What follows belongs to an exercise in optimizing a design on an open flow for small area; a production flow would make more cautious choices.
At most, simulation tests tie the RTL to the original design; equivalence was not proved.
No functional check of the RTL was part of run 1.
Power figures rest on the tool's default switching activity, not on a simulated workload.

==> flow/design.v (outline; a module is shown in full before it is edited, if it fits) <==
// module WTA: 2589 lines
module WTA
#(
	parameter  MAXDISPARITY = 64 ,
	parameter  LPDI_WIDTH = 8 ,
	parameter  INPUTDATAWID = 513,
	parameter  OUTPUTDATAWID = 9
  )
(
	input wire                      clk,
	input wire                      en,
	input wire                      pixelEN,
	input  wire[INPUTDATAWID-1:0]   LPDi,
	output wire[OUTPUTDATAWID-1:0]  disparity
);
  // ...
==> flow/flow/run.sh <==
#!/bin/bash
set -euo pipefail
W=$PWD
PLAT="$FLOW_HOME/platforms/$FLOW_PLATFORM"
bash standard.sh synth > "$W/synth_ref.log" 2>&1
cp orfs/results/"$FLOW_PLATFORM"/WTA/base/1_2_yosys.v "$W/ref_synth.v"
python3 flow/map.py "$FLOW_DESIGN" "$W/ref_synth.v" "$W/mapped.v" > "$W/map.log" 2>&1
sed 's/\bmodule WTA\b/module WTA_rtl/' "$FLOW_DESIGN" > "$W/rtl_ref.v"
iverilog -g2012 -DFUNCTIONAL -DUNIT_DELAY=#0 -o "$W/selfcheck.vvp" flow/selfcheck_tb.v "$W/rtl_ref.v" \
  "$PLAT/verilog/primitives.v" "$PLAT/verilog/sky130_fd_sc_hd.v" "$W/mapped.v" > "$W/selfcheck.log" 2>&1
vvp -n "$W/selfcheck.vvp" >> "$W/selfcheck.log" 2>&1
grep -q "SELFCHECK PASS" "$W/selfcheck.log"
rm -rf orfs
bash standard.sh SYNTH_NETLIST_FILES="$W/mapped.v" \
  "BUFFER_PORTS_ARGS=-buffer_cell sky130_fd_sc_hd__buf_1" GPL_TIMING_DRIVEN=0 CORE_UTILIZATION=35 finish > "$W/layout.log" 2>&1
==> flow/flow/map.py <==
#!/usr/bin/env python3
"""Technology mapping for this design's RTL, which is written one gate per assignment.

usage: map.py design.v ref_synth.v out.v

Reads design.v (the version's RTL as the layout reads it), maps every
'assign nK = <expression>;' onto the sky130hd cell with that function, every bit of the
step-enabled registers onto sky130_fd_sc_hd__edfxtp_1, and writes the gate netlist.
Register instances get the names the standard synthesis gives them; ref_synth.v (the
standard synthesis of the same design.v) is read to check that the two netlists have the
same registers, by name and cell type. Stops with an error on anything it does not know."""
import re, sys

LIB = {
 'inv':    ('A', 'Y', '~{A}'),
 'nand2':  ('A B', 'Y', '~({A} & {B})'),
 'nor2':   ('A B', 'Y', '~({A} | {B})'),
 'and2':   ('A B', 'X', '{A} & {B}'),
 'or2':    ('A B', 'X', '{A} | {B}'),
 'nand3':  ('A B C', 'Y', '~({A} & {B} & {C})'),
 'nor3':   ('A B C', 'Y', '~({A} | {B} | {C})'),
 'and3':   ('A B C', 'X', '{A} & {B} & {C}'),
 'nand4':  ('A B C D', 'Y', '~({A} & {B} & {C} & {D})'),
 'nor4':   ('A B C D', 'Y', '~({A} | {B} | {C} | {D})'),
 'and4':   ('A B C D', 'X', '{A} & {B} & {C} & {D}'),
 'or4':    ('A B C D', 'X', '{A} | {B} | {C} | {D}'),
 'o22ai':  ('A1 A2 B1 B2', 'Y', '~(({A1} | {A2}) & ({B1} | {B2}))'),
 'a22oi':  ('A1 A2 B1 B2', 'Y', '~(({A1} & {A2}) | ({B1} & {B2}))'),
 'a22o':   ('A1 A2 B1 B2', 'X', '({A1} & {A2}) | ({B1} & {B2})'),
 'o22a':   ('A1 A2 B1 B2', 'X', '({A1} | {A2}) & ({B1} | {B2})'),
 'a21oi':  ('A1 A2 B1', 'Y', '~(({A1} & {A2}) | {B1})'),
 'a221o':  ('A1 A2 B1 B2 C1', 'X', '({A1} & {A2}) | ({B1} & {B2}) | {C1}'),
 'a221oi': ('A1 A2 B1 B2 C1', 'Y', '~(({A1} & {A2}) | ({B1} & {B2}) | {C1})'),
 'o221a':  ('A1 A2 B1 B2 C1', 'X', '({A1} | {A2}) & ({B1} | {B2}) & {C1}'),
 'o221ai': ('A1 A2 B1 B2 C1', 'Y', '~(({A1} | {A2}) & ({B1} | {B2}) & {C1})'),
 'mux2':   ('A0 A1 S', 'X', '{S} ? {A1} : {A0}'),
 'o21ai':  ('A1 A2 B1', 'Y', '~(({A1} | {A2}) & {B1})'),
}
# same-area stronger variants
FREE = {'inv': 2, 'mux2': 2, 'or2': 2, 'o221a': 2}
# (fanout at least, size) per cell type
FANOUT_SIZE = {
 'a221o': [(3, 2)], 'a22o': [(3, 2)], 'o22a': [(3, 2)], 'and2': [(3, 2), (6, 4)], 'and4': [(3, 2), (6, 4)],
 'or2': [(6, 4)], 'and3': [(3, 2), (6, 4)], 'or4': [(3, 2), (6, 4)],
 'nand2': [(6, 2)], 'nand3': [(6, 2)], 'a21oi': [(6, 2)],
}
SIG = r'([A-Za-z_]\w*(?:\s*\[\s*\d+\s*\])?)'

def pattern(tmpl):
    out = ''
    for part in re.split(r'(\{\w+\})', tmpl):
        if part.startswith('{'):
            out += SIG
        else:
            for ch in part:
                out += r'\s*' if ch == ' ' else re.escape(ch)
    return re.compile(r'^\s*' + out + r'\s*$')

# pins in the order their placeholders appear in the expression
PATS = [(k, pattern(v[2]), re.findall(r'\{(\w+)\}', v[2]), v[1]) for k, v in LIB.items()]
# most specific first: longer templates before shorter ones
PATS.sort(key=lambda p: -len(LIB[p[0]][2]))

def norm(s):
    return re.sub(r'\s+', '', s)

def die(msg):
    sys.exit('map.py: ' + msg)

def main():
    src, ref, out = sys.argv[1:4]
    text = open(src).read()
    text = re.sub(r'//[^\n]*', '', text)
    text = re.sub(r'/\*.*?\*/', '', text, flags=re.S)
    cells = []
    wires = []
    for m in re.finditer(r'\bassign\s+(n\d+)\s*=\s*([^;]*);', text):
        lhs, rhs = m.group(1), m.group(2)
        for typ, pat, pins, outpin in PATS:
            mm = pat.match(rhs)
            if mm:
                cells.append((typ, lhs, dict(zip(pins, map(norm, mm.groups()))), outpin))
                wires.append(lhs)
                break
        else:
            die(f'no cell for assign {lhs} = {rhs}')
    m = re.search(r'\bwire\s+step\s*=\s*en\s*&\s*pixelEN\s*;', text)
    if not m:
        die('no step')
    regs = {}
    for m in re.finditer(r'\breg\s*\[\s*(\d+)\s*:\s*0\s*\]\s*(\w+)\s*;', text):
        regs[m.group(2)] = int(m.group(1)) + 1
    blocks = re.findall(r'always\s*@\s*\(\s*posedge\s+clk\s*\)\s*if\s*\(\s*step\s*\)\s*(\w+)\s*<=\s*\{([^}]*)\}\s*;', text)
    if sorted(b[0] for b in blocks) != sorted(regs):
        die(f'registers {sorted(regs)} vs assignments {[b[0] for b in blocks]}')

    def expand(item):
        item = norm(item)
        m = re.fullmatch(r'(\w+)\[(\d+):(\d+)\]', item)
        if m:
            hi, lo = int(m.group(2)), int(m.group(3))
            return [f'{m.group(1)}[{i}]' for i in range(hi, lo - 1, -1)]
        m = re.fullmatch(r"(\d+)'b([01]+)", item)
        if m:
            assert int(m.group(1)) == len(m.group(2))
            return ['zero' if c == '0' else 'one' for c in m.group(2)]
        return [item]

    flops = []
    for name, body in blocks:
        bits = [b for it in body.split(',') for b in expand(it)]
        if len(bits) != regs[name]:
            die(f'{name}: {len(bits)} bits for {regs[name]}')
        for i, d in enumerate(reversed(bits)):
            flops.append((f'{name}[{i}]', d))
    m = re.search(r'\bassign\s+disparity\s*=\s*\{([^}]*)\}\s*;', text)
    if not m:
        die('no disparity')
    outs = [b for it in m.group(1).split(',') for b in expand(it)]
    if len(outs) != 9:
        die('disparity width')
    outs = list(reversed(outs))

    # registers of the standard synthesis
    reftxt = open(ref).read()
    refregs = sorted(re.findall(r'(sky130_fd_sc_hd__\w+)\s+\\(\S+\$_\w+)\s', reftxt))
    mine = sorted(('sky130_fd_sc_hd__edfxtp_1', f'{q}$_DFFE_PP_') for q, _ in flops)
    if refregs != mine:
        die(f'registers differ from the standard synthesis: {refregs[:5]} ... vs {mine[:5]} ...')

    # drive strengths: free upgrades (same area), then by fanout
    fanout = {}
    for typ, o, pins, outpin in cells:
        for n in pins.values():
            fanout[n] = fanout.get(n, 0) + 1
    for q, d in flops:
        fanout[d] = fanout.get(d, 0) + 1
    size = {}
    for typ, o, pins, outpin in cells:
        s_ = FREE.get(typ, 1)
        fo = fanout.get(o, 0)
        for lim, sz in FANOUT_SIZE.get(typ, []):
            if fo >= lim:
                s_ = max(s_, sz)
        size[o] = s_
    regnames = {q for q, _ in flops}
    def net(n):
        if n in regnames:
            return '\\' + n + ' '
        return n
    L = ['module WTA(clk, en, pixelEN, LPDi, disparity);',
         '  input clk; input en; input pixelEN; input [512:0] LPDi; output [8:0] disparity;',
         '  wire step; wire zero;']
    for q, _ in flops:
        L.append(f'  wire {net(q)};')
    for w in wires:
        L.append(f'  wire {w};')
    L.append('  sky130_fd_sc_hd__and2_1 ustep (.A(en), .B(pixelEN), .X(step));')
    for i, (typ, o, pins, outpin) in enumerate(cells):
        ps = ', '.join(f'.{p}({net(n)})' for p, n in pins.items())
        L.append(f'  sky130_fd_sc_hd__{typ}_{size[o]} g{i} ({ps}, .{outpin}({o}));')
    for q, d in flops:
        L.append(f'  sky130_fd_sc_hd__edfxtp_1 \\{q}$_DFFE_PP_  (.CLK(clk), .D({net(d)}), .DE(step), .Q({net(q)}));')
    if 'one' in outs:
        die('constant one output')
    L.append('  sky130_fd_sc_hd__conb_1 tie0 (.LO(zero));')
    for k, o in enumerate(outs):
        L.append(f'  assign disparity[{k}] = {net(o)};')
    L.append('endmodule')
    open(out, 'w').write('\n'.join(L) + '\n')
    print(f'map.py: {len(cells)} gates, {len(flops)} registers')

main()
==> flow/flow/selfcheck_tb.v <==
`timescale 1ns/1ps
module selfcheck_tb;
  reg clk = 0;
  reg en, pen;
  reg [512:0] lpdi;
  wire [8:0] d_net, d_rtl;
  WTA     u_net (.clk(clk), .en(en), .pixelEN(pen), .LPDi(lpdi), .disparity(d_net));
  WTA_rtl u_rtl (.clk(clk), .en(en), .pixelEN(pen), .LPDi(lpdi), .disparity(d_rtl));
  integer i, d, kind, steps, errors, seed, base;
  always #5 clk = ~clk;
  initial begin
    seed = 12345; steps = 0; errors = 0;
    en = 0; pen = 0; lpdi = 0;
    for (i = 0; i < 4000; i = i + 1) begin
      @(negedge clk);
      kind = $random(seed) & 7;
      base = $random(seed) & 255;
      for (d = 0; d < 64; d = d + 1)
        case (kind)
          0, 1: lpdi[8*d +: 8] = $random(seed);
          2, 3: lpdi[8*d +: 8] = base + ($random(seed) & 3);
          4:    lpdi[8*d +: 8] = base;
          5:    lpdi[8*d +: 8] = (($random(seed) & 15) == 0) ? ($random(seed) & 1) : 8'hff;
          6:    lpdi[8*d +: 8] = base ^ (1 << ($random(seed) & 7));
          default: lpdi[8*d +: 8] = ($random(seed) & 1) ? base : ~base;
        endcase
      lpdi[512] = $random(seed);
      en = (i < 1000) ? 1'b1 : (($random(seed) & 3) != 0);
      pen = (i < 1000) ? 1'b1 : (($random(seed) & 3) != 0);
      @(posedge clk);
      if (en && pen) steps = steps + 1;
      #1;
      if (steps >= 6 && d_net !== d_rtl) begin
        errors = errors + 1;
        if (errors < 5) $display("mismatch at %0d: net %h rtl %h", i, d_net, d_rtl);
      end
    end
    if (errors == 0) $display("SELFCHECK PASS");
    else $display("SELFCHECK FAIL %0d", errors);
    $finish;
  end
endmodule
==> flow/standard.sh <==
#!/bin/bash
# synth_recipe.tcl (not shown) runs the flow's synth.tcl, then flattens the netlist and writes it again
# the make line also repeats each setting of config.mk as NAME=value (left out here)
make -C /OpenROAD-flow-scripts/flow DESIGN_CONFIG=/design/flow/config.mk WORK_HOME=/design/flow/orfs CLKGATE_MAP_FILE= SYNTH_SCRIPT=/design/flow/synth_recipe.tcl "${@:-finish}"
==> flow/config.mk <==
export PLATFORM = sky130hd
export DESIGN_NAME = WTA
export DESIGN_NICKNAME = WTA
export VERILOG_FILES = /design/flow/design.v
export SDC_FILE = /design/flow/constraint.sdc
export NUM_CORES = 8
export LEC_CHECK = 0
export CAP_MARGIN = 20
export CORE_MARGIN = 2
export CORE_UTILIZATION = 40
export SLEW_MARGIN = 20
==> flow/constraint.sdc <==
create_clock -name core_clock -period 6.67 [get_ports {clk}]
set_input_delay 1.3340 -clock core_clock [delete_from_list [all_inputs] [get_ports {clk}]]
set_output_delay 1.3340 -clock core_clock [all_outputs]
set_load 0.01 [all_outputs]
==> flow_summary.ini, run 1 <==
[run_status]
status = finished clean

[power_and_ir_drop]
p_switching_mw = 1.08
p_clk_share_pct = 21.5
p_seq_share_pct = 21.7

[finish]
n_all_buffers = 523
nClkBuffers = 9
final_cells = 2274
drive_gt1_share_pct = 21.0

[placed_design]
dp_hpwl_mm = 46.0
numPortBuffers = 522
post-place-ws_ps = -396

[route]
drc = 0
wire_per_inst_um = 23.5
dr_total_vias = 15136
routed.top_layer = met5

[clock_tree]
cts_hold_buf = 0
clk_pin_slew_ps = 60
cts_tree = done
clock-sinks = 67

[timing]
fin_crit_sh_pct = 94.5
setup_ws_ps = 366
finalClockSkew_ps = 8.96
rsz0062_at_grt = false
hold_violations = 0

[worst_setup_path]
path_buf_inv = 1
crit_path_start_kind = primary input
r2r_slack_ps = 5080

[floorplan]
num_io_pins = 525
die-area_um2 = 31900

[global_route]
use_met3_pct = 4.60
==> run 2: changes to the inputs <==
--- a/flow/design.v
+++ b/flow/design.v
@@ -1276,31 +1276,16 @@
 wire n1260;
 wire n1261;
 wire n1262;
 wire n1263;
 wire n1264;
 wire n1265;
 wire n1266;
 wire n1267;
-wire n1268;
-wire n1269;
-wire n1270;
-wire n1271;
-wire n1272;
-wire n1273;
-wire n1274;
-wire n1275;
-wire n1276;
-wire n1277;
-wire n1278;
-wire n1279;
-wire n1280;
-wire n1281;
-wire n1282;
 assign n1 = ~(LPDi[7] & LPDi[15] & LPDi[23] & LPDi[31]);
 assign n2 = ~(LPDi[39] & LPDi[47] & LPDi[55] & LPDi[63]);
 assign n3 = n1 | n2;
 assign n4 = ~(n1 | n2);
 assign n5 = ~((LPDi[7] | LPDi[6]) & (LPDi[15] | LPDi[14]));
 assign n6 = ~((LPDi[23] | LPDi[22]) & (LPDi[31] | LPDi[30]));
 assign n7 = ~((LPDi[39] | LPDi[38]) & (LPDi[47] | LPDi[46]));
 assign n8 = ~((LPDi[55] | LPDi[54]) & (LPDi[63] | LPDi[62]));
@@ -2541,50 +2526,35 @@
 assign n1243 = n1241 ? n1237 : n1238;
 assign n1244 = n1089 | n1090;
 assign n1245 = n1093 | n1094;
 assign n1246 = n1244 ? n1089 : n1091;
 assign n1247 = n1245 ? n1093 : n1095;
 assign n1248 = n1089 | n1090 | n1091 | n1092;
 assign n1249 = n1248 ? n1246 : n1247;
 assign n1250 = n1248 ? n1244 : n1245;
-assign n1251 = s1[3] ? s1[4] : s1[0];
-assign n1252 = s1[3] ? s1[5] : s1[1];
-assign n1253 = s1[3] ? s1[6] : s1[2];
-assign n1254 = s1[3] & s1[7];
-assign n1255 = s1[11] ? s1[12] : s1[8];
-assign n1256 = s1[11] ? s1[13] : s1[9];
-assign n1257 = s1[11] ? s1[14] : s1[10];
-assign n1258 = s1[11] & s1[15];
-assign n1259 = s1[19] ? s1[20] : s1[16];
-assign n1260 = s1[19] ? s1[21] : s1[17];
-assign n1261 = s1[19] ? s1[22] : s1[18];
-assign n1262 = s1[19] & s1[23];
-assign n1263 = s1[27] ? s1[28] : s1[24];
-assign n1264 = s1[27] ? s1[29] : s1[25];
-assign n1265 = s1[27] ? s1[30] : s1[26];
-assign n1266 = n1254 ? n1255 : n1251;
-assign n1267 = n1254 ? n1256 : n1252;
-assign n1268 = n1254 ? n1257 : n1253;
-assign n1269 = n1254 ? s1[11] : s1[3];
-assign n1270 = n1254 & n1258;
-assign n1271 = n1262 ? n1263 : n1259;
-assign n1272 = n1262 ? n1264 : n1260;
-assign n1273 = n1262 ? n1265 : n1261;
-assign n1274 = n1262 ? s1[27] : s1[19];
-assign n1275 = n1270 ? n1271 : n1266;
-assign n1276 = n1270 ? n1272 : n1267;
-assign n1277 = n1270 ? n1273 : n1268;
-assign n1278 = n1270 ? n1274 : n1269;
-assign n1279 = n1270 ? n1262 : n1254;
-assign n1280 = ~n1275;
-assign n1281 = ~n1276;
-assign n1282 = ~n1277;
+assign n1251 = s1[3] & s1[7] & s1[11] & s1[15];
+assign n1252 = s1[3] & s1[7];
+assign n1253 = s1[19] & s1[23];
+assign n1254 = n1251 ? n1253 : n1252;
+assign n1255 = n1251 ? (n1254 ? s1[27] : s1[19]) : (n1254 ? s1[11] : s1[3]);
+assign n1256 = n1254 ? (n1255 ? s1[12] : s1[8]) : (n1255 ? s1[4] : s1[0]);
+assign n1257 = n1254 ? (n1255 ? s1[28] : s1[24]) : (n1255 ? s1[20] : s1[16]);
+assign n1258 = n1251 ? n1257 : n1256;
+assign n1259 = n1254 ? (n1255 ? s1[13] : s1[9]) : (n1255 ? s1[5] : s1[1]);
+assign n1260 = n1254 ? (n1255 ? s1[29] : s1[25]) : (n1255 ? s1[21] : s1[17]);
+assign n1261 = n1251 ? n1260 : n1259;
+assign n1262 = n1254 ? (n1255 ? s1[14] : s1[10]) : (n1255 ? s1[6] : s1[2]);
+assign n1263 = n1254 ? (n1255 ? s1[30] : s1[26]) : (n1255 ? s1[22] : s1[18]);
+assign n1264 = n1251 ? n1263 : n1262;
+assign n1265 = ~n1258;
+assign n1266 = ~n1261;
+assign n1267 = ~n1264;
 reg [31:0] s1;
 always @(posedge clk)
 if (step)
 	s1 <= {LPDi[512], n1248, n1250, n1249, n1193, n1241, n1243, n1242, n1192, n1234, n1236, n1235, n1191, n1227, n1229, n1228, n1190, n1220, n1222, n1221, n1189, n1213, n1215, n1214, n1188, n1206, n1208, n1207, n1187, n1199, n1201, n1200};
 reg [34:0] pipe;
 always @(posedge clk)
 if (step)
-	pipe <= {pipe[27:0], s1[31], n1270, n1279, n1278, n1282, n1281, n1280};
+	pipe <= {pipe[27:0], s1[31], n1251, n1254, n1255, n1267, n1266, n1265};
 assign disparity = {pipe[34], 2'b00, pipe[33:28]};
 endmodule
--- a/flow/flow/map.py
+++ b/flow/flow/map.py
@@ -30,19 +30,20 @@
  'o22a':   ('A1 A2 B1 B2', 'X', '({A1} | {A2}) & ({B1} | {B2})'),
  'a21oi':  ('A1 A2 B1', 'Y', '~(({A1} & {A2}) | {B1})'),
  'a221o':  ('A1 A2 B1 B2 C1', 'X', '({A1} & {A2}) | ({B1} & {B2}) | {C1}'),
  'a221oi': ('A1 A2 B1 B2 C1', 'Y', '~(({A1} & {A2}) | ({B1} & {B2}) | {C1})'),
  'o221a':  ('A1 A2 B1 B2 C1', 'X', '({A1} | {A2}) & ({B1} | {B2}) & {C1}'),
  'o221ai': ('A1 A2 B1 B2 C1', 'Y', '~(({A1} | {A2}) & ({B1} | {B2}) & {C1})'),
  'mux2':   ('A0 A1 S', 'X', '{S} ? {A1} : {A0}'),
  'o21ai':  ('A1 A2 B1', 'Y', '~(({A1} | {A2}) & {B1})'),
+ 'mux4':   ('A0 A1 A2 A3 S0 S1', 'X', '{S1} ? ({S0} ? {A3} : {A2}) : ({S0} ? {A1} : {A0})'),
 }
 # same-area stronger variants
-FREE = {'inv': 2, 'mux2': 2, 'or2': 2, 'o221a': 2}
+FREE = {'inv': 2, 'mux2': 2, 'or2': 2, 'o221a': 2, 'mux4': 2}
 # (fanout at least, size) per cell type
 FANOUT_SIZE = {
  'a221o': [(3, 2)], 'a22o': [(3, 2)], 'o22a': [(3, 2)], 'and2': [(3, 2), (6, 4)], 'and4': [(3, 2), (6, 4)],
  'or2': [(6, 4)], 'and3': [(3, 2), (6, 4)], 'or4': [(3, 2), (6, 4)],
  'nand2': [(6, 2)], 'nand3': [(6, 2)], 'a21oi': [(6, 2)],
 }
 SIG = r'([A-Za-z_]\w*(?:\s*\[\s*\d+\s*\])?)'
 
@@ -74,19 +75,25 @@
     text = re.sub(r'/\*.*?\*/', '', text, flags=re.S)
     cells = []
     wires = []
     for m in re.finditer(r'\bassign\s+(n\d+)\s*=\s*([^;]*);', text):
         lhs, rhs = m.group(1), m.group(2)
         for typ, pat, pins, outpin in PATS:
             mm = pat.match(rhs)
             if mm:
-                cells.append((typ, lhs, dict(zip(pins, map(norm, mm.groups()))), outpin))
-                wires.append(lhs)
-                break
+                pd = {}
+                for p, v in zip(pins, map(norm, mm.groups())):
+                    if pd.setdefault(p, v) != v:
+                        break
+                else:
+                    cells.append((typ, lhs, pd, outpin))
+                    wires.append(lhs)
+                    break
+                continue
         else:
             die(f'no cell for assign {lhs} = {rhs}')
     m = re.search(r'\bwire\s+step\s*=\s*en\s*&\s*pixelEN\s*;', text)
     if not m:
         die('no step')
     regs = {}
     for m in re.finditer(r'\breg\s*\[\s*(\d+)\s*:\s*0\s*\]\s*(\w+)\s*;', text):
         regs[m.group(2)] = int(m.group(1)) + 1
==> run 2 against run 1 <==
Final cell count fell by 0.62%. Sequential share of layout area rose by 0.23 points. Setup slack got worse by 32 ps. Global-route usage fell by 0.26 points. Critical path depth rose by 1. Worst hold slack got worse by 2.1 ps. First-iteration DRC count fell by 15%. Sequential cell count did not move. Clock power fell by 19%. Design area fell by 1.6%. Non-clock buffer count did not move. Register-to-register slack got worse by 1000 ps.
==> flow_summary.ini, run 2 <==
[global_route]
grt_overflow = 0
use_met2_pct = 57.2
grt_max_degree = 47
grt_pass1_wl_mm = 76.4
track_usage_pct = 31.1
grt_pass1_vias = 13778
met1_usage_pct = 37.4
grt_busiest_layer = met2
use_met3_pct = 4.84
antenna_found_initial = 2

[clock_tree]
cts_root_buf = clkbuf_16
clock-sinks = 67
numCtsBuffers = 9
cts_hold_buf = 0
htree_levels = 3
clk_latency_ps = 320
cts_tree = done
cts_max_path_buffers = 2
clk_pin_slew_ps = 50

[route]
ant_nets = 0
drc = 0
drt-initial-drc-count = 1268
via_per_inst = 6.63
dr_total_vias = 14985
wl_mm = 52.9
dr.pass1.iters = 6
wire_per_inst_um = 23.4

[timing]
min_period_ps = 6340
rsz0062_at_grt = false
clock.fmax_mhz = 158
finalMaxSlewViolations = 0
tns_ps = 0
hold_violations = 0
finalClockSkew_ps = 7.30
fin_crit_sh_pct = 95.0
setup_viol = 0

[floorplan]
chipWidth_um = 178
core_um2 = 29700
die_y_um = 178
die-area_um2 = 31700
num_io_pins = 525
start_util_pct = 35.6
rows = 63

[placed_design]
dp_hpwl_mm = 45.5
routabilityCongestion = 1.02
numPortBuffers = 522
placed_cells = 2241

[worst_setup_path]
critPathMaxFanout = 11
crit_path_frequent_cell = nor2_1
worst_path_largest_cell_delay_ps = 740
crit_type = primary input to flop
critPathCaptureType = flop
worstPathArrival_ps = 6410
crit_path_start_kind = primary input
path_cells = buf_1 -> nand4_1 -> nor2_1 -> o21ai_1 -> nand3_2 -> a22o_2 -> nor3_1 -> nor2_1 -> and4_1 -> nand2_2 -> a221o_2 -> o22ai_1 -> nor2_1 -> nand3_1 -> nand2_2 -> a221o_2 -> nor3_1 -> nor2_1 -> and4_1 -> nand2_2 -> a221oi_1 -> or4_2 -> mux2_2
required_ps = 6740
slowest_stage = or4_2

[power_and_ir_drop]
powerDensity_nw_per_um2 = 167
power_leakage_nw = 3.93
ir_drop_mv = 0.144

[finish]
final_cell_mix = buf_1 (522), o22ai_1 (236), nor2_1 (222)
nets = 2378
mostFrequentLayoutCell = buf_1
drive_gt1_share_pct = 20.1
fin_util_pct = 45.1
largest_reg_flops = 35
largestRegisters = pipe x35, s1 x32
largest_register = pipe
area_growth_pct = 26.5
final_cells = 2260

[run_status]
status = finished clean

[logic_synthesis]
yosys_warnings = 0
syn_avg_cell_area_um2 = 7.98
syn_inst = 1327
synth_area_um2 = 10600

[run]
cap_violations = 0

[worst_hold_path]
hold_class = flop to flop
## run 2: final cells by class
type                            count  area, um^2
Clock buffer                        9         225
Clock inverter                      7        43.8
Sequential cell                    67        2010
Tap cell                          390         488
Antenna cell                        3        7.51
Timing Repair Buffer              523        1980
Fill cell                        3136       16300
Multi-Input combinational cell   1258        8620
Inverter                            3        11.3
## run 2: path summary, 6_finish.rpt
path                 start  endpoint  slack [ps]  cells after the start
hold reg to reg    pipe[0]   pipe[7]         410                      0
setup reg to reg     s1[3]   pipe[0]        4070                      6
hold / removal     pipe[0]   pipe[7]         410                      0
setup / recovery  LPDi[55]     s1[1]         330                     23
## run 2: what timing repair did
item | CTS | global route
buffers inserted | 0 | 0
gates resized for setup | 0 | 8
setup endpoints to repair | 0 | 7
## run 2: worst max-delay path, delay by kind of cell
kind / cells / cell delay (ps)
simple gates: 15 / 3060
compound gates: 6 / 1540
mux: 1 / 300
buf+inv: 1 / 160
## run 2: metal layers
layer	wire length [um]	share of wire, %
met1	21000	40
met5	0	0
met4	1440	2.7
met2	26300	50
met3	4140	7.8
## run 2: through the flow
step	setup WS (ps)	power (mW)	instance area, um^2	hold slack [ps]
2_1_floorplan	1110	1.32	10600	400
3_3_place_gp	53.8	1.77	13000	401
3_5_place_dp	-13.9	1.78	13100	405
4_1_cts	328	2.21	13300	410
5_1_grt	13.0	2.38	13400	421
6_report	334	2.24	13400	413
## run 2: where the power goes
group,leakage (nW),switching (mW),internal [mW],total [mW]
Combinational,3.17,0.841,0.464,1.31
Clock,0.133,0.168,0.249,0.418
Sequential,0.625,0.0110,0.509,0.520
==> run 3: changes to the inputs <==
--- a/flow/flow/map.py
+++ b/flow/flow/map.py
@@ -42,7 +42,7 @@
 # (fanout at least, size) per cell type
 FANOUT_SIZE = {
- 'a221o': [(3, 2)], 'a22o': [(3, 2)], 'o22a': [(3, 2)], 'and2': [(3, 2), (6, 4)], 'and4': [(3, 2), (6, 4)],
+ 'o22a': [(3, 2)], 'and2': [(3, 2), (6, 4)], 'and4': [(3, 2), (6, 4)],
  'or2': [(6, 4)], 'and3': [(3, 2), (6, 4)], 'or4': [(3, 2), (6, 4)],
- 'nand2': [(6, 2)], 'nand3': [(6, 2)], 'a21oi': [(6, 2)],
+ 'a21oi': [(6, 2)],
 }
 SIG = r'([A-Za-z_]\w*(?:\s*\[\s*\d+\s*\])?)'
==> run 3 against run 2 <==
Critical path depth up 1. Synthesized area down 3.9%. Critical path type unchanged. Register-to-register slack about the same. Worst hold slack better by 1.3 ps. Critical endpoint is now s1[5]. Clock-buffer cell count unchanged. Combinational power about the same. Via count about the same. Non-clock buffer count up 1. Highest routed layer is now met5.
==> flow_summary.ini, run 3 <==
[floorplan]
core_um2 = 28700
rows = 62
chipWidth_um = 175
die_y_um = 175
num_io_pins = 525
die-area_um2 = 30500
start_util_pct = 35.5

[logic_synthesis]
yosys_warnings = 0
synth_area_um2 = 10200
syn_avg_cell_area_um2 = 7.67
syn_inst = 1327

[global_route]
grt_pass1_wl_mm = 77.2
grt_max_degree = 58
grt_pass1_vias = 13669
track_usage_pct = 32.0
grt_overflow = 0
antenna_found_initial = 7

[clock_tree]
cts_root_buf = clkbuf_16
cts_max_path_buffers = 2
clock-sinks = 67
cts_hold_buf = 0
htree_levels = 3
clk_latency_ps = 330
cts_tree = done
numCtsBuffers = 9
clk_pin_slew_ps = 60

[finish]
final_cells = 2259
fin_util_pct = 46.1
final_cell_mix = buf_1 (522), o22ai_1 (236), nor2_1 (221)
nets = 2379
largest_register = pipe
drive_gt1_share_pct = 8.89
largestRegisters = pipe x35, s1 x32
mostFrequentLayoutCell = buf_1
largest_reg_flops = 35
area_growth_pct = 29.9

[worst_setup_path]
crit_type = primary input to flop
crit_family = simple AND/OR/NAND/NOR gates
worst_path_largest_cell_delay_ps = 730
slowest_stage = or4_2
crit_path_start_kind = primary input
critPathCaptureType = flop
r2r_start = s1[11]
required_ps = 6750
path_buf_inv = 1
r2r_end = pipe[1]
crit_path_frequent_cell = nor2_1
path_cells = buf_1 -> nand4_1 -> nor2_1 -> o21ai_1 -> nand3_4 -> a22o_2 -> o22ai_1 -> nor2_1 -> nand3_1 -> nand2_4 -> a221o_1 -> o22ai_1 -> nor2_1 -> nand2_1 -> nand3_1 -> nand2_2 -> a221o_1 -> nor3_1 -> nor2_1 -> and4_1 -> nand2_2 -> a221oi_1 -> or4_2 -> mux2_2
worstPathArrival_ps = 6520
critPathMaxFanout = 11
reg2reg_depth = 6
r2r_slack_ps = 4060

[power_and_ir_drop]
power_mw = 2.32
ir_drop_mv = 0.145
power_leakage_nw = 3.90
powerDensity_nw_per_um2 = 175

[run_status]
status = finished clean

[timing]
worst_pin_slew_ps = 507
hold_violations = 0
setup_ws_ps = 235
rsz0062_at_grt = true
fin_crit_sh_pct = 96.5
clock.fmax_mhz = 155
hold_slack_ps = 414
finalMaxSlewViolations = 0
slew_headroom_pct = 66.1
finalClockSkew_ps = 8.86
setup_viol = 0
min_period_ps = 6440

[worst_hold_path]
hold_class = flop to flop
hold-path-cell-count = 0
min_from = pipe[15]
hold_end = pipe[22]

[placed_design]
routabilityCongestion = 1.06
placed_cells = 2235
post-place-ws_ps = -741
numPortBuffers = 522
dp_hpwl_mm = 44.8

[route]
drt-initial-drc-count = 1428
via_per_inst = 6.63
drc = 0
dr_total_vias = 14976
dr.pass1.iters = 6
ant_nets = 0
wire_per_inst_um = 23.1
wl_mm = 52.3

[run]
cap_violations = 0
-- run 3: cell count changes in the layout (fill, tap and decap cells not counted), moves of 4 or more --
| cell | delta |
|---|---|
| a221o_2 | -128 |
| diode_2 | +4 |
| nand2_2 | -33 |
| nand2_1 | +31 |
| o221ai_2 | +4 |
| o221ai_1 | -4 |
| a22o_1 | +60 |
| a221o_1 | +128 |
| a22o_2 | -60 |
-- run 3: cell type report --
type / count / area, um^2
Antenna cell: 7 / 17.5
Clock buffer: 9 / 225
Clock inverter: 7 / 101
Fill cell: 3033 / 15500
Inverter: 3 / 11.3
Multi-Input combinational cell: 1258 / 8390
Sequential cell: 67 / 2010
Tap cell: 384 / 480
Timing Repair Buffer: 524 / 1990
-- run 3: worst max-delay path by stage --
| stage | from | endpoint | cells past startpoint |
|---|---|---|---|
| 4_1_cts | LPDi[79] | s1[5] | 23 |
| 2_1_floorplan | LPDi[30] | s1[0] | 21 |
| 5_1_grt | LPDi[479] | s1[23] | 23 |
| 3_5_place_dp | LPDi[79] | s1[5] | 23 |
| 3_3_place_gp | LPDi[79] | s1[4] | 23 |
| 6_report | LPDi[79] | s1[5] | 24 |
-- run 3: power by group --
| group | switching [mW] | internal (mW) | leakage, nW |
|---|---|---|---|
| combinational | 0.836 | 0.444 | 3.12 |
| clock | 0.185 | 0.330 | 0.152 |
| sequential | 0.0119 | 0.509 | 0.625 |
| total | 1.03 | 1.28 | 3.90 |
-- run 3: routing by layer --
layer | wire, um | track usage (%) | vias up
li1 | - | - | 6964
met4 | 1470 | 8.19 | 4
met3 | 4180 | 4.94 | 102
met2 | 25100 | 55.3 | 788
met1 | 21600 | 41.7 | 7118
met5 | 25 | 0 | -
-- run 3: worst register-to-register path, delay by kind of cell, from the launching register on --
family / cells / cell delay, ps
multiplexers: 4 / 1770
flip-flops: 1 / 370
AND/OR/NAND/NOR: 1 / 290
buffers and inverters: 1 / 50
-- run 3: timing repair --
action                                  in CTS  in global routing
pin swaps                                    0                  4
endpoints found under the setup margin      14                 31
buffers inserted                             0                  1
resized for setup                           16                 36
-- run 3: stage by stage --
step	cell area [um^2]	TNS, ps
after floorplan	10200	0
after global placement	12600	-10460
after detailed placement	12700	-10640
after CTS	13100	0
after global routing	13200	-47.7
final	13200	0
==> run 4: changes to the inputs <==
--- a/flow/flow/run.sh
+++ b/flow/flow/run.sh
@@ -13,3 +13,3 @@
 rm -rf orfs
 bash standard.sh SYNTH_NETLIST_FILES="$W/mapped.v" \
-  "BUFFER_PORTS_ARGS=-buffer_cell sky130_fd_sc_hd__buf_1" GPL_TIMING_DRIVEN=0 CORE_UTILIZATION=35 finish > "$W/layout.log" 2>&1
+  "BUFFER_PORTS_ARGS=-buffer_cell sky130_fd_sc_hd__buf_1" GPL_TIMING_DRIVEN=0 CORE_UTILIZATION=35 "CTS_BUF_LIST=sky130_fd_sc_hd__clkbuf_4 sky130_fd_sc_hd__clkbuf_8" finish > "$W/layout.log" 2>&1
==> run 4 against run 3 <==
Still clean. Final cell count did not move. Wire length rose by 0.13%. Synthesized area did not move. Clock power fell by 26%. Fmax fell by 0.19%. Total power fell by 6.0%. First-iteration DRC count rose by 0.91%. Register-to-register slack barely moved. Via count rose by 0.45%. Die area did not move. Design area fell by 0.84%. Critical path type unchanged. Critical endpoint unchanged. Largest power group unchanged.
==> flow_summary.ini, run 4 <==
[timing]
setup_viol = 0
hold_slack_ps = 417
fin_crit_sh_pct = 96.7
finalClockSkew_ps = 12.9
clock.fmax_mhz = 155
min_period_ps = 6450
hold_violations = 0
worst_pin_slew_ps = 519
rsz0062_at_grt = true
finalMaxSlewViolations = 0
slew_headroom_pct = 65.3

[power_and_ir_drop]
powerDensity_nw_per_um2 = 166
ir_drop_mv = 0.124
power_mw = 2.18
power_leakage_nw = 3.84

[worst_setup_path]
worstPathArrival_ps = 6540
critPathMaxFanout = 11
critPathCaptureType = flop
crit_type = primary input to flop
required_ps = 6770
crit_path_start_kind = primary input

[finish]
mostFrequentLayoutCell = buf_1
nets = 2379
drive_gt1_share_pct = 8.89
final_cell_mix = buf_1 (522), o22ai_1 (236), nor2_1 (221)
largestRegisters = pipe x35, s1 x32
area_growth_pct = 28.8
regArea_um2 = 2010
multiInputGateArea_um2 = 8380
largest_reg_flops = 35
fin_util_pct = 45.7
nFillCells = 3042
largest_register = pipe

[global_route]
antenna_found_initial = 7
grt_max_degree = 58
track_usage_pct = 32.0
grt_overflow = 0
grt_pass1_vias = 13652
grt_pass1_wl_mm = 77.2

[run_status]
status = finished clean

[clock_tree]
clk_pin_slew_ps = 80
cts_root_buf = clkbuf_8
cts_hold_buf = 0
cts_max_path_buffers = 2
clock-sinks = 67
clk_latency_ps = 350
numCtsBuffers = 9
cts_tree = done
htree_levels = 3

[route]
dr.pass1.iters = 6
drc = 0
via_per_inst = 6.66
ant_nets = 0
drt-initial-drc-count = 1441
wl_mm = 52.4
dr_total_vias = 15043
wire_per_inst_um = 23.2

[logic_synthesis]
yosys_warnings = 0
syn_inst = 1327
synth_area_um2 = 10200
syn_avg_cell_area_um2 = 7.67

[floorplan]
die-area_um2 = 30500
die_y_um = 175
core_um2 = 28700
chipWidth_um = 175
num_io_pins = 525
rows = 62
start_util_pct = 35.5

[placed_design]
numPortBuffers = 522
routabilityCongestion = 1.06
dp_hpwl_mm = 44.8

[run]
cap_violations = 0

[worst_hold_path]
hold_class = flop to flop
[run 4: area by class of cell]
cell class / instances / share of cell area, %
antenna: 7 / 0.134
clock buffer: 9 / 0.944
clock inverter: 7 / 0.773
inverter: 3 / 0.0858
multi-input combinational: 1258 / 63.9
sequential: 67 / 15.3
tap: 384 / 3.66
timing repair buffer: 524 / 15.2
[run 4: worst paths after layout]
kind	from	cells after the start	slack, ps	endpoint
worst max-delay path	LPDi[79]	23	220	s1[5]
worst min-delay path	pipe[15]	0	420	pipe[22]
worst max register to register	s1[11]	6	4050	pipe[1]
worst min register to register	pipe[15]	0	420	pipe[22]
[run 4: per-stage QoR]
| step | instances | area (um^2) | setup WS, ps | setup TNS [ps] |
|---|---|---|---|---|
| 6_report | 2259 | 13100 | 222 | 0 |
| 4_1_cts | 2251 | 13000 | 7.14 | 0 |
| 5_1_grt | 2256 | 13100 | -20.5 | -46.7 |
| 3_3_place_gp | 2234 | 12600 | -803 | -10460 |
| 3_5_place_dp | 2235 | 12700 | -741 | -10640 |
| 2_1_floorplan | 1328 | 10200 | 874 | 0 |
[run 4: critical path, stage by stage]
cell and delay [ps]:
buf_1 230, o22ai_1 140, nor2_1 200, nand3_4 200, a22o_2 350, nor3_1 260
nor2_2 100, and4_1 210, nand2_2 240, a221o_1 290, o22ai_1 100, nor2_1 170
nand2_1 80, nand3_1 160, nand2_2 160, a221o_1 420, nor3_1 230, nor2_1 80
and4_1 200, nand2_2 170, a221oi_1 140, or4_2 730, mux2_2 310
[run 4: layer usage]
layer,wire length [um],up-vias,track usage [%]
met5,25,-,0
met4,1390,4,8.19
met3,4140,94,4.90
met2,25200,793,55.2
met1,21700,7182,41.8
li1,-,6970,-
[run 4: where the power goes]
group / internal, mW / total, mW / leakage [nW] / switching (mW)
Combinational: 0.443 / 1.28 / 3.11 / 0.834
Sequential: 0.508 / 0.520 / 0.625 / 0.0117
Clock: 0.213 / 0.379 / 0.106 / 0.166
Total: 1.16 / 2.18 / 3.84 / 1.01
[run 4: what timing repair did]
item                                    4_1_cts  5_1_grt
setup buffers                                 0        1
cloned                                        0        0
pin swaps                                     0        4
resized for setup                            15       35
endpoints found under the setup margin       14       29
hold endpoints to repair                      0        0
==> run 5: changes to the inputs <==
--- a/flow/flow/run.sh
+++ b/flow/flow/run.sh
@@ -13,3 +13,3 @@
 rm -rf orfs
 bash standard.sh SYNTH_NETLIST_FILES="$W/mapped.v" \
-  "BUFFER_PORTS_ARGS=-buffer_cell sky130_fd_sc_hd__buf_1" GPL_TIMING_DRIVEN=0 CORE_UTILIZATION=35 "CTS_BUF_LIST=sky130_fd_sc_hd__clkbuf_4 sky130_fd_sc_hd__clkbuf_8" finish > "$W/layout.log" 2>&1
+  "BUFFER_PORTS_ARGS=-buffer_cell sky130_fd_sc_hd__buf_1" GPL_TIMING_DRIVEN=0 CORE_UTILIZATION=35 CTS_BUF_LIST=sky130_fd_sc_hd__clkbuf_8 finish > "$W/layout.log" 2>&1
==> run 5 against run 4 <==
Fmax did not move. Synthesized cell count did not move. Register-to-register slack barely moved.
==> flow_summary.ini, run 5 <==
[worst_setup_path]
reg2reg_depth = 6
crit_family = simple AND/OR/NAND/NOR gates
crit_type = primary input to flop
crit_path_start_kind = primary input
path_buf_inv = 1
r2r_slack_ps = 4050
required_ps = 6770
path_cells = buf_1 -> o22ai_1 -> nor2_1 -> nand3_4 -> a22o_2 -> nor3_1 -> nor2_2 -> and4_1 -> nand2_2 -> a221o_1 -> o22ai_1 -> nor2_1 -> nand2_1 -> nand3_1 -> nand2_2 -> a221o_1 -> nor3_1 -> nor2_1 -> and4_1 -> nand2_2 -> a221oi_1 -> or4_2 -> mux2_2
worstPathArrival_ps = 6540
critPathMaxFanout = 11
worst_path_largest_cell_delay_ps = 730
slowest_stage = or4_2
critPathCaptureType = flop
r2r_end = pipe[1]
r2r_start = s1[11]

[finish]
final_cells = 2259
multiInputGateArea_um2 = 8380
final_cell_mix = buf_1 (522), o22ai_1 (236), nor2_1 (221)
largest_register = pipe
nets = 2379
largest_reg_flops = 35
nFillCells = 3042
drive_gt1_share_pct = 8.89
area_growth_pct = 28.8
mostFrequentLayoutCell = buf_1
largestRegisters = pipe x35, s1 x32
regArea_um2 = 2010

[floorplan]
num_io_pins = 525
core_um2 = 28700
start_util_pct = 35.5
rows = 62
die_y_um = 175
chipWidth_um = 175
die-area_um2 = 30500

[timing]
slew_headroom_pct = 65.3
rsz0062_at_grt = true
hold_violations = 0
finalClockSkew_ps = 12.9
hold_slack_ps = 417
clock.fmax_mhz = 155
setup_viol = 0
worst_pin_slew_ps = 519
fin_crit_sh_pct = 96.7
finalMaxSlewViolations = 0
min_period_ps = 6450

[logic_synthesis]
yosys_warnings = 0
syn_inst = 1327
syn_avg_cell_area_um2 = 7.67
synth_area_um2 = 10200

[route]
drt-initial-drc-count = 1441
dr.pass1.iters = 6
wire_per_inst_um = 23.2
drc = 0
ant_nets = 0
dr_total_vias = 15043
wl_mm = 52.4
via_per_inst = 6.66

[clock_tree]
clk_pin_slew_ps = 80
cts_max_path_buffers = 2
clock-sinks = 67
cts_tree = done
cts_root_buf = clkbuf_8
cts_hold_buf = 0
numCtsBuffers = 9
htree_levels = 3
clk_latency_ps = 350

[global_route]
grt_overflow = 0
antenna_found_initial = 7
track_usage_pct = 32.0
grt_pass1_vias = 13652
grt_pass1_wl_mm = 77.2
grt_max_degree = 58

[run_status]
status = finished clean

[worst_hold_path]
hold_end = pipe[22]
min_from = pipe[15]
hold-path-cell-count = 0
hold_class = flop to flop

[power_and_ir_drop]
power_leakage_nw = 3.84
powerDensity_nw_per_um2 = 166
ir_drop_mv = 0.124

[placed_design]
routabilityCongestion = 1.06
placed_cells = 2235
numPortBuffers = 522
dp_hpwl_mm = 44.8

[run]
cap_violations = 0
==> run 5: routing by layer <==
| layer | wire [um] | up-vias | GRT usage, % |
|---|---|---|---|
| met5 | 25 | - | 0 |
| met2 | 25200 | 793 | 55.2 |
| met4 | 1390 | 4 | 8.19 |
| met3 | 4140 | 94 | 4.90 |
| li1 | - | 6970 | - |
| met1 | 21700 | 7182 | 41.8 |
==> run 5: worst max-delay path by stage <==
| stage | startpoint | endpoint | slack [ps] | cells after the start |
|---|---|---|---|---|
| after floorplan | LPDi[30] | s1[0] | 870 | 21 |
| after CTS | LPDi[79] | s1[5] | 7 | 22 |
| after global routing | LPDi[479] | s1[23] | -20 | 23 |
| after global placement | LPDi[79] | s1[4] | -800 | 23 |
| after detailed placement | LPDi[79] | s1[5] | -740 | 23 |
| final | LPDi[79] | s1[5] | 220 | 23 |
==> run 5: what timing repair did <==
action / in CTS / in global routing
gates resized for setup: 15 / 35
buffers inserted: 0 / 1
pin swaps: 0 / 4
setup endpoints to repair: 14 / 29
==> run 5: through the flow <==
step / utilization [%] / TNS (ps) / setup slack (ps) / total power [mW] / instance area [um^2]
after global routing: 45.7 / -46.7 / -20.5 / 2.31 / 13100
after global placement: 44.0 / -10460 / -803 / 1.71 / 12600
after floorplan: - / 0 / 874 / 1.27 / 10200
after detailed placement: 44.1 / -10640 / -741 / 1.73 / 12700
after CTS: 45.1 / 0 / 7.14 / 2.14 / 13000
final: 45.7 / 0 / 222 / 2.18 / 13100
==> run 5: layout make-up <==
type / count / area share, %
multi-input combinational: 1258 / 63.9
clock inverter: 7 / 0.773
tap: 384 / 3.66
timing repair buffer: 524 / 15.2
sequential: 67 / 15.3
inverter: 3 / 0.0858
antenna: 7 / 0.134
clock buffer: 9 / 0.944
==> run 5: report_power, final <==
part           switching, mW  internal [mW]  total, mW
Clock                  0.166          0.213      0.379
Sequential            0.0117          0.508      0.520
Combinational          0.834          0.443       1.28
==> run 6: changes to the inputs <==
--- a/flow/flow/map.py
+++ b/flow/flow/map.py
@@ -158,15 +158,19 @@
     L = ['module WTA(clk, en, pixelEN, LPDi, disparity);',
          '  input clk; input en; input pixelEN; input [512:0] LPDi; output [8:0] disparity;',
-         '  wire step; wire zero;']
+         '  wire zero;']
     for q, _ in flops:
         L.append(f'  wire {net(q)};')
     for w in wires:
         L.append(f'  wire {w};')
-    L.append('  sky130_fd_sc_hd__and2_1 ustep (.A(en), .B(pixelEN), .X(step));')
+    # the step enable, one copy per 16 registers
+    nstep = (len(flops) + 15) // 16
+    for j in range(nstep):
+        L.append(f'  wire step{j};')
+        L.append(f'  sky130_fd_sc_hd__and2_2 ustep{j} (.A(en), .B(pixelEN), .X(step{j}));')
     for i, (typ, o, pins, outpin) in enumerate(cells):
         ps = ', '.join(f'.{p}({net(n)})' for p, n in pins.items())
         L.append(f'  sky130_fd_sc_hd__{typ}_{size[o]} g{i} ({ps}, .{outpin}({o}));')
-    for q, d in flops:
-        L.append(f'  sky130_fd_sc_hd__edfxtp_1 \\{q}$_DFFE_PP_  (.CLK(clk), .D({net(d)}), .DE(step), .Q({net(q)}));')
+    for j, (q, d) in enumerate(flops):
+        L.append(f'  sky130_fd_sc_hd__edfxtp_1 \\{q}$_DFFE_PP_  (.CLK(clk), .D({net(d)}), .DE(step{j * nstep // len(flops)}), .Q({net(q)}));')
     if 'one' in outs:
         die('constant one output')
==> run 6 against run 5 <==
Still clean. Synthesized cell count increased by 0.30%. Synthesized area increased by 0.31%. Design area decreased by 0.19%. Clock skew decreased by 4.1 ps. Critical endpoint is now s1[4].
==> flow_summary.ini, run 6 <==
[route]
dr_total_vias = 15102
wire_per_inst_um = 23.0
drc = 0
wl_mm = 51.9
ant_nets = 0
dr.pass1.iters = 5
via_per_inst = 6.69
drt-initial-drc-count = 1504

[finish]
postLayoutCellArea_um2 = 13100
largest_reg_flops = 35
largest_register = pipe
nets = 2381
final_cell_mix = buf_1 (522), o22ai_1 (236), nor2_1 (221)
area_growth_pct = 28.2
nFillCells = 3056
drive_gt1_share_pct = 8.40
largestRegisters = pipe x35, s1 x32
mostFrequentLayoutCell = buf_1

[global_route]
grt_max_degree = 15
antenna_found_initial = 4
grt_pass1_vias = 13510
grt_pass1_wl_mm = 75.5
track_usage_pct = 31.2
grt_overflow = 0

[worst_setup_path]
critPathMaxFanout = 11
required_ps = 6750
critPathCaptureType = flop
crit_type = primary input to flop
crit_path_start_kind = primary input
worstPathArrival_ps = 6510

[floorplan]
num_io_pins = 525
die_y_um = 175
rows = 62
die-area_um2 = 30600
core_um2 = 28700
start_util_pct = 35.6
chipWidth_um = 175

[placed_design]
routabilityCongestion = 1.04
dp_hpwl_mm = 44.4
placedInstanceArea_um2 = 12700
numPortBuffers = 522
post-place-ws_ps = -487

[power_and_ir_drop]
power_leakage_nw = 3.84
ir_drop_mv = 0.113
p_seq_share_pct = 24.5
intPower_mw = 1.09
power_mw = 2.12
powerDensity_nw_per_um2 = 162
p_clk_share_pct = 13.4
p_switching_mw = 1.02
power.share.combinational_pct = 62.1
p_sw_share_pct = 48.4

[worst_hold_path]
hold_class = flop to flop

[timing]
setup_ws_ps = 233
worst_pin_slew_ps = 585
min_period_ps = 6440
clock.fmax_mhz = 155
setup_viol = 0
fin_crit_sh_pct = 96.5
slew_headroom_pct = 61.0
finalMaxSlewViolations = 0
hold_violations = 0
finalClockSkew_ps = 8.80

[logic_synthesis]
syn_avg_cell_area_um2 = 7.67
synth_area_um2 = 10200
yosys_warnings = 0
syn_inst = 1331

[clock_tree]
htree_levels = 3
post_cts_buffers = 0
cts_hold_buf = 0
cts_root_buf = clkbuf_8
cts_max_path_buffers = 2
clock-sinks = 67
cts_tree = done
numCtsBuffers = 9
clk_pin_slew_ps = 70
clk_latency_ps = 330

[run]
cap_violations = 0

[run_status]
status = finished clean
## run 6: cell count changes in the layout (fill, tap and decap cells not counted), moves of 4 or more
| cell | before | now |
|---|---|---|
| a221oi_2 | 9 | 3 |
| a221oi_4 | 0 | 6 |
| and2_2 | 0 | 5 |
| a22o_1 | 60 | 64 |
| a22o_2 | 4 | 0 |
| diode_2 | 7 | 3 |
| o221ai_1 | 11 | 15 |
| o221ai_2 | 4 | 0 |
## run 6: path summary, 6_finish.rpt
kind / start / to / slack, ps / depth (start not counted)
worst max register to register: s1[3] / pipe[1] / 4050 / 6
worst min register to register: pipe[7] / pipe[14] / 420 / 0
worst min-delay path: pipe[7] / pipe[14] / 420 / 0
worst max-delay path: LPDi[95] / s1[4] / 230 / 23
## run 6: power groups by stage
stage | Combinational, mW | Clock, mW | Sequential (mW)
final | 1.31 | 0.283 | 0.519
after global routing | 1.42 | 0.309 | 0.522
after CTS | 1.21 | 0.289 | 0.519
after detailed placement | 1.20 | 0 | 0.528
after global placement | 1.18 | 0 | 0.528
after floorplan | 0.744 | 0 | 0.522
## run 6: layout make-up
type / instances / area, um^2 / share of cell area [%]
diodes: 3 / 7.51 / 0.0573
clock inverters: 7 / 45.0 / 0.344
well taps: 384 / 480 / 3.67
inverters: 3 / 11.3 / 0.0860
repair buffers: 522 / 1960 / 15.0
multi-input cells: 1262 / 8450 / 64.6
clock buffers: 9 / 124 / 0.946
flip-flops and latches: 67 / 2010 / 15.4
## run 6: worst max-delay path, cell delays in order
cell,delay (ps)
buf_1,150
nand4_1,160
nor2_1,120
o21ai_1,110
nand3_4,190
a22o_1,270
nor3_1,80
nor2_1,170
and4_1,230
nand2_2,170
a221o_1,450
o22ai_1,200
nor2_1,90
nand3_1,150
nand2_1,230
a221o_1,450
nor3_1,230
nor2_1,90
and4_1,200
nand2_2,200
a221oi_1,150
or4_2,750
mux2_2,320
## run 6: metrics by stage
stage	std cells	TNS (ps)	utilization, %	hold WS, ps
3_3_place_gp	2238	-5290	44.1	401
3_5_place_dp	2238	-7790	44.1	405
6_report	2257	0	45.6	418
2_1_floorplan	1332	0	-	400
5_1_grt	2257	-1.94	45.6	420
4_1_cts	2254	0	44.8	414
## run 6: repair_timing
item	in CTS	in global routing
setup endpoints to repair	11	29
resized for setup	4	44
pin swaps	0	1
## run 6: per-layer routing
layer	track usage (%)	part of all wire (%)	up-vias
met5	0	0	-
met4	8.19	3.0	0
met3	4.29	8.3	114
met2	53.6	47	853
met1	41.1	41	7161
li1	-	-	6974
==> run 7: changes to the inputs <==
--- a/flow/flow/run.sh
+++ b/flow/flow/run.sh
@@ -13,3 +13,3 @@
 rm -rf orfs
 bash standard.sh SYNTH_NETLIST_FILES="$W/mapped.v" \
-  "BUFFER_PORTS_ARGS=-buffer_cell sky130_fd_sc_hd__buf_1" GPL_TIMING_DRIVEN=0 CORE_UTILIZATION=35 CTS_BUF_LIST=sky130_fd_sc_hd__clkbuf_8 finish > "$W/layout.log" 2>&1
+  "BUFFER_PORTS_ARGS=-buffer_cell sky130_fd_sc_hd__buf_1" GPL_TIMING_DRIVEN=0 CORE_UTILIZATION=35 PLACE_DENSITY=0.70 CTS_BUF_LIST=sky130_fd_sc_hd__clkbuf_8 finish > "$W/layout.log" 2>&1
==> run 7 against run 6 <==
Worst hold slack is essentially flat. Global-route usage shrank 0.33 points. Still clean on timing, DRC and antenna. Synthesized area is the same. Clock power grew 22%. Setup slack lost 6.9 ps. Critical path type unchanged. Combinational power is essentially flat. Clock-buffer cell count is the same. Final cell count is essentially flat. Non-clock buffer count is the same.
==> flow_summary.ini, run 7 <==
[run_status]
status = finished clean

[worst_setup_path]
required_ps = 6760
r2r_slack_ps = 4040
critPathCaptureType = flop
r2r_end = pipe[1]
r2r_start = s1[3]
crit_type = primary input to flop
worstSetupEndpoint = s1[24]
worstPathArrival_ps = 6530
cp-startpoint = LPDi[446]
crit_path_start_kind = primary input
reg2reg_depth = 6
critPathMaxFanout = 11

[clock_tree]
numCtsBuffers = 9
cts_max_path_buffers = 2
clk_pin_slew_ps = 80
clock-sinks = 67
cts_tree = done
post_cts_buffers = 0
cts_root_buf = clkbuf_8
clk_latency_ps = 340
htree_levels = 3
cts_hold_buf = 0

[placed_design]
numPortBuffers = 522
routabilityCongestion = 1.00
dp_hpwl_mm = 44.0

[global_route]
use_met2_pct = 51.7
grt_busiest_layer = met2
use_met3_pct = 4.07
track_usage_pct = 30.9
antenna_found_initial = 1
grt_max_degree = 15
grt_overflow = 0
met1_usage_pct = 41.8
grt_pass1_vias = 13261
grt_pass1_wl_mm = 74.7

[logic_synthesis]
yosys_warnings = 0
syn_inst = 1331
syn_avg_cell_area_um2 = 7.67
synth_area_um2 = 10200

[power_and_ir_drop]
power_mw = 2.15
ir_drop_mv = 0.0999
powerDensity_nw_per_um2 = 164
power_leakage_nw = 3.84

[route]
drc = 0
via_per_inst = 6.76
wl_mm = 51.4
dr.pass1.iters = 6
drt-initial-drc-count = 1662
wire_per_inst_um = 22.8
dr_total_vias = 15247
ant_nets = 0

[finish]
mostFrequentLayoutCell = buf_1
nets = 2381
largest_reg_flops = 35
nFillCells = 3005
regArea_um2 = 2010
drive_gt1_share_pct = 8.18
final_cell_mix = buf_1 (522), o22ai_1 (236), nor2_1 (222)
area_growth_pct = 27.8
largest_register = pipe
multiInputGateArea_um2 = 8370
largestRegisters = pipe x35, s1 x32

[timing]
setup_viol = 0
slew_headroom_pct = 60.9
worst_pin_slew_ps = 586
tns_ps = 0
min_period_ps = 6440
rsz0062_at_grt = false
hold_violations = 0
finalMaxSlewViolations = 0
clock.fmax_mhz = 155
finalClockSkew_ps = 6.00
fin_crit_sh_pct = 96.6

[run]
cap_violations = 0

[floorplan]
die-area_um2 = 30600
die_y_um = 175
num_io_pins = 525
chipWidth_um = 175
start_util_pct = 35.6
core_um2 = 28700
rows = 62

[worst_hold_path]
hold_class = flop to flop
## run 7: changes by cell type in the layout (fill, tap and decap cells not counted), sizes merged
cell / before / now
diode: 3 / 2
inv: 3 / 6
clkinv: 4 / 1
clkinvlp: 3 / 2
bufinv: 0 / 1
## run 7: metrics by stage
stage | utilization, % | cell area [um^2] | instances | hold slack [ps] | worst slack (ps)
floorplan | - | 10200 | 1332 | 400 | 874
global placement | 44.1 | 12700 | 2238 | 401 | -412
detailed placement | 44.1 | 12700 | 2238 | 405 | -396
CTS | 44.9 | 12900 | 2254 | 415 | 95.3
global route | 45.5 | 13000 | 2255 | 429 | 6.26
finish | 45.5 | 13000 | 2256 | 418 | 226
## run 7: how the worst min path moves through the flow
stage | startpoint | to | slack, ps | depth (start not counted)
floorplan | pipe[3] | pipe[10] | 400 | 0
global placement | pipe[26] | pipe[33] | 400 | 0
detailed placement | pipe[8] | pipe[15] | 400 | 0
CTS | pipe[8] | pipe[15] | 410 | 0
global route | pipe[20] | pipe[27] | 430 | 0
finish | pipe[8] | pipe[15] | 420 | 0
## run 7: where the power goes
part	switching (mW)	internal [mW]	leakage [nW]
clock network	0.167	0.179	0.0999
registers	0.0106	0.508	0.625
logic	0.839	0.442	3.11
total	1.02	1.13	3.84
## run 7: repair_timing
item                                   CTS  global route
resized for setup                        4            32
pin swaps                                0             1
endpoints found under the hold margin    0             0
setup endpoints to repair                8            25
## run 7: routing by layer
metal  up-vias  routed length, um
met5         -                  0
met4         0               1510
met3       106               4410
met2       953              23900
met1      7217              21600
li1       6971                  -
## run 7: area by class of cell
type	count	share of cell area, %
antenna	2	0.0384
inverter	3	0.0863
clock inverter	7	0.652
sequential	67	15.4
multi-input combinational	1262	64.2
timing repair buffer	522	15.0
clock buffer	9	0.949
tap	384	3.68
## run 7: critical path: stages
cell	delay, ps
buf_1	160
nand4_1	130
o21ai_1	180
nand3_2	280
a22o_1	350
nor3_1	200
nor2_1	90
and4_1	200
nand2_2	210
a221o_1	300
nor3_1	80
nor2_1	110
and4_2	290
nand2_1	200
a221o_1	470
nor3_1	230
nor2_1	90
and4_1	180
nand2_2	190
a221oi_1	140
or4_2	760
mux2_2	340
==> run 8: changes to the inputs <==
--- a/flow/flow/run.sh
+++ b/flow/flow/run.sh
@@ -13,3 +13,3 @@
 rm -rf orfs
 bash standard.sh SYNTH_NETLIST_FILES="$W/mapped.v" \
-  "BUFFER_PORTS_ARGS=-buffer_cell sky130_fd_sc_hd__buf_1" GPL_TIMING_DRIVEN=0 CORE_UTILIZATION=35 PLACE_DENSITY=0.70 CTS_BUF_LIST=sky130_fd_sc_hd__clkbuf_8 finish > "$W/layout.log" 2>&1
+  "BUFFER_PORTS_ARGS=-buffer_cell sky130_fd_sc_hd__buf_1" GPL_TIMING_DRIVEN=0 CORE_UTILIZATION=35 PLACE_DENSITY=0.50 CTS_BUF_LIST=sky130_fd_sc_hd__clkbuf_8 CTS_CLUSTER_DIAMETER=100 CTS_CLUSTER_SIZE=20 finish > "$W/layout.log" 2>&1
==> run 8 against run 7 <==
Non-clock buffer count did not move. Clock skew increased by 3.9 ps. Die area unchanged. Worst hold slack is essentially flat. Via count down 3.1%. Sequential share of layout area about the same. Still clean on timing, DRC and antenna. Clock-buffer cell count unchanged. Register-to-register slack about the same. Total power is 1.6% lower. Synthesized cell count did not move. Global-route usage is 0.29 points lower. Critical path depth stayed put.
==> flow_summary.ini, run 8 <==
[global_route]
track_usage_pct = 30.6
grt_pass1_wl_mm = 74.4
grt_overflow = 0
grt_max_degree = 15
grt_pass1_vias = 13399
antenna_found_initial = 6

[worst_setup_path]
slowest_stage = or4_2
cp-startpoint = LPDi[270]
critPathMaxFanout = 11
path_buf_inv = 1
required_ps = 6750
critPathCaptureType = flop
worst_path_largest_cell_delay_ps = 730
reg2reg_depth = 6
crit_type = primary input to flop
r2r_end = pipe[0]
r2r_slack_ps = 4030
worstPathArrival_ps = 6440
crit_path_start_kind = primary input
r2r_start = s1[3]
path_cells = buf_1 -> nand4_1 -> o21ai_1 -> nand3_4 -> a22o_1 -> nor3_1 -> nor2_1 -> and4_1 -> nand2_2 -> a221o_1 -> nor3_1 -> nor2_1 -> and4_2 -> nand2_1 -> a221o_1 -> nor3_1 -> nor2_1 -> and4_1 -> nand2_2 -> a221oi_1 -> or4_2 -> mux2_2
crit_family = simple AND/OR/NAND/NOR gates

[route]
ant_nets = 0
dr_total_vias = 14770
via_per_inst = 6.53
dr.pass1.iters = 6
wl_mm = 50.2
drc = 0
drt-initial-drc-count = 1561
wire_per_inst_um = 22.2

[power_and_ir_drop]
powerDensity_nw_per_um2 = 162
power_leakage_nw = 3.83
power_mw = 2.11
ir_drop_mv = 0.0846

[placed_design]
placedInstanceArea_um2 = 12700
routabilityCongestion = 0.986
numPortBuffers = 522
dp_hpwl_mm = 43.5
post-place-ws_ps = -477
placed_cells = 2238

[finish]
final_cell_mix = buf_1 (522), o22ai_1 (236), nor2_1 (221)
postLayoutCellArea_um2 = 13000
drive_gt1_share_pct = 8.07
mostFrequentLayoutCell = buf_1
nets = 2381
area_growth_pct = 27.5
largest_register = pipe
largestRegisters = pipe x35, s1 x32
final_cells = 2263
largest_reg_flops = 35

[timing]
finalClockSkew_ps = 9.92
setup_ws_ps = 317
slew_headroom_pct = 63.1
clock.fmax_mhz = 157
min_period_ps = 6350
finalMaxSlewViolations = 0
rsz0062_at_grt = false
worst_pin_slew_ps = 553
fin_crit_sh_pct = 95.2
hold_violations = 0
setup_viol = 0

[logic_synthesis]
syn_inst = 1331
synth_area_um2 = 10200
yosys_warnings = 0
syn_avg_cell_area_um2 = 7.67

[floorplan]
chipWidth_um = 175
start_util_pct = 35.6
rows = 62
die_y_um = 175
num_io_pins = 525
core_um2 = 28700
die-area_um2 = 30600

[clock_tree]
clk_pin_slew_ps = 70
cts_root_buf = clkbuf_8
cts_tree = done
clock-sinks = 67
post_cts_buffers = 0
cts_max_path_buffers = 2
htree_levels = 3
cts_hold_buf = 0
numCtsBuffers = 9
clk_latency_ps = 340

[worst_hold_path]
hold_end = pipe[26]
hold-path-cell-count = 0
min_from = pipe[19]
hold_class = flop to flop

[run]
cap_violations = 0

[run_status]
status = finished clean
## run 8: how the worst max path moves through the flow
stage / end / cells past startpoint / slack, ps
after floorplan: s1[0] / 21 / 870
after global placement: s1[16] / 22 / -460
after detailed placement: s1[16] / 22 / -480
after CTS: s1[17] / 22 / 60
after global routing: s1[15] / 23 / 4
final: s1[17] / 22 / 320
## run 8: metrics by stage
| stage | TNS, ps | hold WS (ps) | util [%] |
|---|---|---|---|
| 3_3_place_gp | -6630 | 400 | 44.1 |
| 5_1_grt | 0 | 424 | 45.4 |
| 6_report | 0 | 418 | 45.4 |
| 3_5_place_dp | -7060 | 405 | 44.1 |
| 2_1_floorplan | 0 | 400 | - |
| 4_1_cts | 0 | 419 | 44.9 |
## run 8: area by class of cell
type                       instances  area, um^2
fill                            3131       15700
multi-input combinational       1262        8320
sequential                        67        2010
timing repair buffer             522        1960
tap                              384         480
clock buffer                       9         124
clock inverter                     7        92.6
antenna                            9        22.5
inverter                           3        11.3
## run 8: worst reg2reg max path, stage by stage, from the launching register on
cell and delay [ps]:
edfxtp_1 370, and4_4 280, mux2_2 450, mux4_2 600
mux4_2 470, mux2_2 310, inv_2 50
## run 8: power breakdown
part / internal, mW / switching, mW / total (mW)
Sequential: 0.508 / 0.0101 / 0.518
Combinational: 0.433 / 0.798 / 1.23
Clock: 0.210 / 0.155 / 0.364
## run 8: metal layers
layer / GRT usage, % / up-vias / share of wire, %
li1: - / 6978 / -
met1: 39.0 / 6997 / 41
met2: 54.1 / 725 / 49
met3: 3.81 / 70 / 7.4
met4: 8.61 / 0 / 2.4
met5: 0 / - / 0
## run 8: what timing repair did
item                       in CTS  in global routing
hold endpoints to repair        0                  0
pin swaps                       0                  0
setup endpoints to repair       8                 31
gates resized for setup         4                 29

-- separate check: timing with driven ports --
The results above use ideal ports. As a check the final layouts listed here were re-extracted and re-timed, cells and wires unchanged.
Step 1 sets driving cells, clkbuf_16 on the clock port and buf_2 on the other inputs (assumed; they add their load-dependent delay and slew).
Step 2 also shifts input and output timing later by t, the mid clock arrival at the registers, as if the neighbouring blocks saw the same clock.
a / b / c = no drivers / after step 1 / after step 2; a / b = the first two.
| run | t, ns | setup WS [ns] | pins driven straight from the clock port |
|---|---|---|---|
| run 1 | 0.377 | 0.366 / 0.384 / 0.007 | 1 |
| run 2 | 0.355 | 0.334 / 0.342 / -0.013 | 1 |
| run 3 | 0.357 | 0.235 / 0.235 / -0.122 | 1 |
| run 4 | 0.365 | 0.222 / 0.217 / -0.148 | 1 |
| run 5 | 0.365 | 0.222 / 0.217 / -0.148 | 1 |
| run 6 | 0.357 | 0.233 / 0.238 / -0.119 | 1 |
| run 7 | 0.360 | 0.226 / 0.220 / -0.141 | 1 |
| run 8 | 0.363 | 0.317 / 0.324 / -0.039 | 1 |
With both steps, setup timing fails in 7 of these runs, where it was met with ideal ports.
